Context: an optimization exercise on an open-source flow, tuned for small area, a short achievable clock period and few clock cycles. The choices shown serve that exercise and are no tape-out recipe. RTL that was checked went through simulation tests only; none was proved equivalent to the original. Power and IR drop assume default switching activity.

Setup of rev 12:
==> flow/design.v (excerpt) <==
module mest_pro#(
    parameter OP_CODE_SIZE     = 4,
    parameter INSTRUCTION_SIZE = OP_CODE_SIZE + 8 + 8 + 8,
    parameter ROM_DEPTH = 65536
)(
    input clk,
    input i_reset_n,
    input i_start,
    output [$clog2(ROM_DEPTH)-1  :0] o_prog_counter,
    input [INSTRUCTION_SIZE-1    :0] i_instruction,
    output [8-1 :0] o_result,
    output o_valid_result,
    output o_carry,
    output o_zero_flag,
    output o_all_done
);
wire       issue;       
wire       run;         
wire       start;
wire [3:0] op   = i_instruction[27:24];
wire       is_jmp  = issue & (op == 4'd8);
wire       is_ret  = issue & (op == 4'd9);
wire       is_halt = issue & (op == 4'd15);
wire       x_s0, x_cin;
wire [7:0] x_a;
wire [7:1] x_bm;
wire [8:0] x_y;
wire       x_valid;
mest_pro_ctrlr u_ctrlr(
    .clk        (clk),
    .i_reset_n  (i_reset_n),
    .i_start    (i_start),
    .i_redirect (is_jmp | is_ret),
    .i_halt     (is_halt),
    .o_start    (start),
    .o_run      (run),
    .o_issue    (issue),
    .o_all_done (o_all_done)
);
mest_pro_fetch u_fetch(
    .clk            (clk),
    .i_reset_n      (i_reset_n),
    .i_run          (run),
    .i_start        (start),
    .i_jmp          (is_jmp),
    .i_ret          (is_ret),
    .i_const_K      (i_instruction[23:16]),
    .o_prog_counter (o_prog_counter)
);
mest_pro_decode u_decode(
    .clk        (clk),
    .i_reset_n  (i_reset_n),
    .i_issue    (issue),
    .i_instr    (i_instruction),
  ...
export LEC_CHECK = 0
export ABC_AREA = 1
export CAP_MARGIN = 20
export CORE_MARGIN = 2
export CORE_UTILIZATION = 60
export CTS_BUF_LIST = sky130_fd_sc_hd__clkbuf_8
export SETUP_SLACK_MARGIN = 2.9
export SLEW_MARGIN = 20
create_clock -name core_clock -period 5.0 [get_ports {clk}]
standard.sh (not shown) runs the stock make flow with config.mk's settings and CLKGATE_MAP_FILE= SYNTH_SCRIPT=/design/flow/synth_recipe.tcl, a recipe that flattens the netlist after the stock synthesis.
==> flow/flow/run.sh <==
#!/bin/bash
# Layout: the standard synthesis, then the standard ORFS steps with plain
# buffers (not delay cells) on the ports and free resizing.
set -euo pipefail
bash standard.sh synth > synth.log 2>&1
bash standard.sh BUFFER_PORTS_ARGS="-buffer_cell sky130_fd_sc_hd__buf_1" MATCH_CELL_FOOTPRINT=0 finish > layout.log 2>&1
Input-level comparison between rev 13 and rev 12:
Settings: swapping 2.9 for 3.05 in SETUP_SLACK_MARGIN.
Compared rev 13 vs rev 12, and reported leakage power is up in rev 13. Summary of the comparison: time the worst path needs with I/O delays and setup is lower in rev 13, relative to rev 12. Per the comparison of rev 13 with rev 12, non-clock buffer count +about 44%, overall via count from detail_route +198, cell area power density -1.7%, count of inverters other than clock inverters in the layout ~0 delta, area growth from synthesis to layout +6.6 points.
Function was not checked in any run of this note: the RTL went through the layout flow alone.

Another version of the RTL of mest_pro (not shown whole).
Size: about 540 cells after synthesis, roughly 88 flip-flops, ~59 I/O pins, ~4500 µm² of cells after synthesis.
clock: 5.0 ns
lec_check: 0
abc_area: 1
cap_margin: 20
core_margin: 2
core_utilization: 50
cts_buf_list: sky130_fd_sc_hd__clkbuf_8
setup_slack_margin: 2.95
slew_margin: 20
==> flow/flow/run.sh <==
#!/bin/bash
# Layout: the standard synthesis, then the standard ORFS steps with plain
# buffers (not delay cells) on the ports and free resizing.
set -euo pipefail
bash standard.sh synth > synth.log 2>&1
bash standard.sh BUFFER_PORTS_ARGS="-buffer_cell sky130_fd_sc_hd__buf_1" MATCH_CELL_FOOTPRINT=0 CTS_ARGS="-sink_clustering_enable -repair_clock_nets -buf_list sky130_fd_sc_hd__clkbuf_8 -dont_use_dummy_load" finish > layout.log 2>&1
The baseline passed the timing, design-rule and antenna checks.
==> next run, changes <==
CORE_UTILIZATION = 60   (was 50)
What happened:
- The new run produced a clean layout
- worst setup slack degrades by 29 ps
- worst hold slack improved by 7.4 ps
- non-clock buffer count came out higher by 4
- cell area rose by 0.31%
- global-route usage increases by 4.4 points
- die area decreases by 16%
- clock power goes down by about 2%
- sequential share of layout area came out lower by 0.24 points
- register-to-register slack is worse by 30 ps
==> next run, changes <==
CORE_UTILIZATION = 50   (was 60)
SETUP_SLACK_MARGIN = 2.9   (was 2.95)
What happened:
- The new run ran to the end with no violations
- routed wire length went down by 3.7%
- area after synthesis does not change
- first-iteration DRC count went up by 17%
- total power fell by 0.85%
- sequential power is about the same
==> next run, changes <==
SETUP_SLACK_MARGIN = 3.0   (was 2.9)
Effect: Core utilization is higher by 1.6 points. Via count climbs slightly. Clock power goes up by a few percent. Critical path depth came out higher by 1. Routed wire length rose by a few percent.
Function was not checked in any run of this note: the RTL went through the layout flow alone.

mest_pro, a different RTL version from the one above (not shown whole).
For scale: about 600 cells after synthesis, roughly 4900 sq um of cells after synthesis.
Settings: LEC_CHECK=0, ABC_AREA=1, CAP_MARGIN=20, CORE_MARGIN=2, CORE_UTILIZATION=60, CTS_BUF_LIST=sky130_fd_sc_hd__clkbuf_4 sky130_fd_sc_hd__clkbuf_8, SETUP_SLACK_MARGIN=3.0, SLEW_MARGIN=20; clock period 5.0 ns.
==> flow/flow/run.sh <==
#!/bin/bash
# Layout: the standard synthesis, then the standard ORFS steps with plain
# buffers (not delay cells) on the ports and free resizing.
set -euo pipefail
bash standard.sh synth > synth.log 2>&1
bash standard.sh BUFFER_PORTS_ARGS="-buffer_cell sky130_fd_sc_hd__buf_1" MATCH_CELL_FOOTPRINT=0 finish > layout.log 2>&1
Rerun with:
--- a/flow/config.mk
+++ b/flow/config.mk
@@ -11,3 +11,3 @@
-export CORE_UTILIZATION = 60
-export CTS_BUF_LIST = sky130_fd_sc_hd__clkbuf_4 sky130_fd_sc_hd__clkbuf_8
-export SETUP_SLACK_MARGIN = 3.0
+export CORE_UTILIZATION = 50
+export CTS_BUF_LIST = sky130_fd_sc_hd__clkbuf_8
+export SETUP_SLACK_MARGIN = 2.95
Outcome: The new run produced a clean layout. Global-route usage shrinks by 4.2 points. Via count barely changes. Setup slack gets better by 0.032 ns.
Rerun with:
--- a/flow/config.mk
+++ b/flow/config.mk
@@ -11 +11 @@
-export CORE_UTILIZATION = 50
+export CORE_UTILIZATION = 60
Effect: Design area went down by 0.65%; worst setup slack gets worse by 0.046 ns; clock-buffer cell count went down by 1; global-route usage climbs by 4.5 points; fmax falls by 2.1%; routed wire length stays flat; sequential power is about the same; total power is lower by about 3.4%; combinational power climbs by about 3%.
Rerun with:
--- a/flow/config.mk
+++ b/flow/config.mk
@@ -13 +13 @@
-export SETUP_SLACK_MARGIN = 2.95
+export SETUP_SLACK_MARGIN = 2.9
What happened: Clock skew is about the same. Setup slack gets worse by 0.010 ns. Total power is higher by 7.5%. Combinational power is lower by about 1%.
No functional check of the RTL was part of any run of this note.

## red
Another version of the RTL of mest_pro (not shown whole).
Size in the first run: about 93 flip-flops, ~59 I/O pins, ~0.0046 mm^2 of cells after synthesis.
clock: 5.0 ns
lec_check: 0
abc_area: 1
cap_margin: 20
core_margin: 2
core_utilization: 45
cts_buf_list: sky130_fd_sc_hd__clkbuf_8
setup_slack_margin: 2.97
slew_margin: 20
==> flow/flow/run.sh <==
#!/bin/bash
# Layout: the standard synthesis, then the standard ORFS steps with plain
# buffers (not delay cells) on the ports and free resizing.
set -euo pipefail
bash standard.sh synth > synth.log 2>&1
bash standard.sh BUFFER_PORTS_ARGS="-buffer_cell sky130_fd_sc_hd__buf_1" MATCH_CELL_FOOTPRINT=0 CTS_ARGS="-sink_clustering_enable -repair_clock_nets -buf_list sky130_fd_sc_hd__clkbuf_8 -dont_use_dummy_load" finish > layout.log 2>&1
red went all the way through the flow, and no timing, DRC or antenna check failed.
--- input diff red..blue ---
Settings: swapping 2.97 for 2.9 in SETUP_SLACK_MARGIN; swapping 45 for 50 in CORE_UTILIZATION.
==> run summary <==
Compared with red, in blue total global-route track usage up 1.8 points, net switching component of the power saw little to no change, worst-case setup slack after placement rose by 0.030 ns, pin count of the biggest net entering global routing closely matched the old numbers. As of blue, fmax had fallen by a few percent compared to red. blue — average wire per standard cell 0.60 um higher, red as reference. Per the comparison of blue with red, shortest period the worst path allows went up, smallest hold slack went down.
No run of this note included a check of the RTL's function; only the layout flow was run.

## the reference run
Another version of the RTL of mest_pro (not shown whole).
For scale: roughly 100 flip-flops, ~59 I/O pins, about 5100 um^2 of cells after synthesis.
// mest_pro
module mest_pro#(
    parameter OP_CODE_SIZE     = 4,
    parameter INSTRUCTION_SIZE = OP_CODE_SIZE + 8 + 8 + 8,
    parameter ROM_DEPTH = 65536
)(
    input clk,
    input i_reset_n,
    input i_start,
    output [$clog2(ROM_DEPTH)-1  :0] o_prog_counter,
    input [INSTRUCTION_SIZE-1    :0] i_instruction,
    output [8-1 :0] o_result,
    output o_valid_result,
    output o_carry,
    output o_zero_flag,
    output o_all_done
);
Settings: LEC_CHECK=0, ABC_AREA=1, CAP_MARGIN=20, CORE_MARGIN=2, CORE_UTILIZATION=60, CTS_BUF_LIST=sky130_fd_sc_hd__clkbuf_4 sky130_fd_sc_hd__clkbuf_8, SETUP_SLACK_MARGIN=2.9, SLEW_MARGIN=20; clock period 5.0 ns.
==> flow/flow/run.sh <==
#!/bin/bash
# Layout: the standard synthesis, then the standard ORFS steps with plain
# buffers (not delay cells) on the ports and free resizing.
set -euo pipefail
bash standard.sh synth > synth.log 2>&1
bash standard.sh BUFFER_PORTS_ARGS="-buffer_cell sky130_fd_sc_hd__buf_1" MATCH_CELL_FOOTPRINT=0 finish > layout.log 2>&1
The reference run completed end to end with timing, DRC and antenna clean.
Testbench counts of the reference run, summed over its fixed seeds: cycles 7,274.
> inputs changed (the reference run -> the trial run)
- GPL_TIMING_DRIVEN: unset -> 1
- CTS_BUF_LIST: sky130_fd_sc_hd__clkbuf_4 sky130_fd_sc_hd__clkbuf_8 -> sky130_fd_sc_hd__clkbuf_8
Any difference in share of the core filled with cells in the final layout between the reference run and the trial run is small enough to ignore. The reference run and the trial run ended up with nearly the same overall routed net length. From the reference run to the trial run, number of sinks on the clock net did not move at all. Comparing the trial run against the reference run, there is no change at all in worst hold slack. Delta (the trial run minus the reference run): power now smaller; post-route standard cell area excluding fillers comparable.

[afterwards: timing with drivers on the ports]
Ports are ideal in the flow. The routed layouts listed here were re-timed in OpenROAD. Step 1 (the two cells are an assumption about what drives the block):
set clk [get_ports {clk}]
set_driving_cell -lib_cell sky130_fd_sc_hd__clkbuf_16 $clk
set_driving_cell -lib_cell sky130_fd_sc_hd__buf_2 [delete_from_list [all_inputs] $clk]
Step 2 also shifts input and output timing later by t, the mid clock arrival at the registers, as if the neighbouring blocks saw the same clock. Three values: ideal, step 1, step 2; two values: the first two.
run	t, ns	setup slack, ns	worst setup path after step 2
rev 12	0.391	2.810 / 2.810 / 2.612	input to register
rev 13	0.391	2.841 / 2.841 / 2.808	input to register
the first run of note 2	0.365	2.956 / 2.956 / 2.650	input to register
the second run of note 2	0.367	2.926 / 2.926 / 2.680	input to register
the third run of note 2	0.371	2.924 / 2.924 / 2.609	input to register
the fourth run of note 2	0.382	2.957 / 2.957 / 2.737	input to register
the first run of note 3	0.388	2.850 / 2.850 / 2.748	input to register
the second run of note 3	0.382	2.883 / 2.883 / 2.615	input to register
the third run of note 3	0.377	2.837 / 2.837 / 2.684	input to register
the fourth run of note 3	0.379	2.826 / 2.826 / 2.660	input to register
red	0.360	3.049 / 3.045 / 2.698	input to register
blue	0.369	2.966 / 2.972 / 2.607	input to register
the reference run	0.378	2.968 / 2.935 / 2.615	input to register
the trial run	0.378	2.968 / 2.935 / 2.615	input to register
After both steps setup and hold are still met in every run listed. The setup slack of blue, which loses most, moves by +0.006 ns with the drivers and by -0.359 ns with both steps.
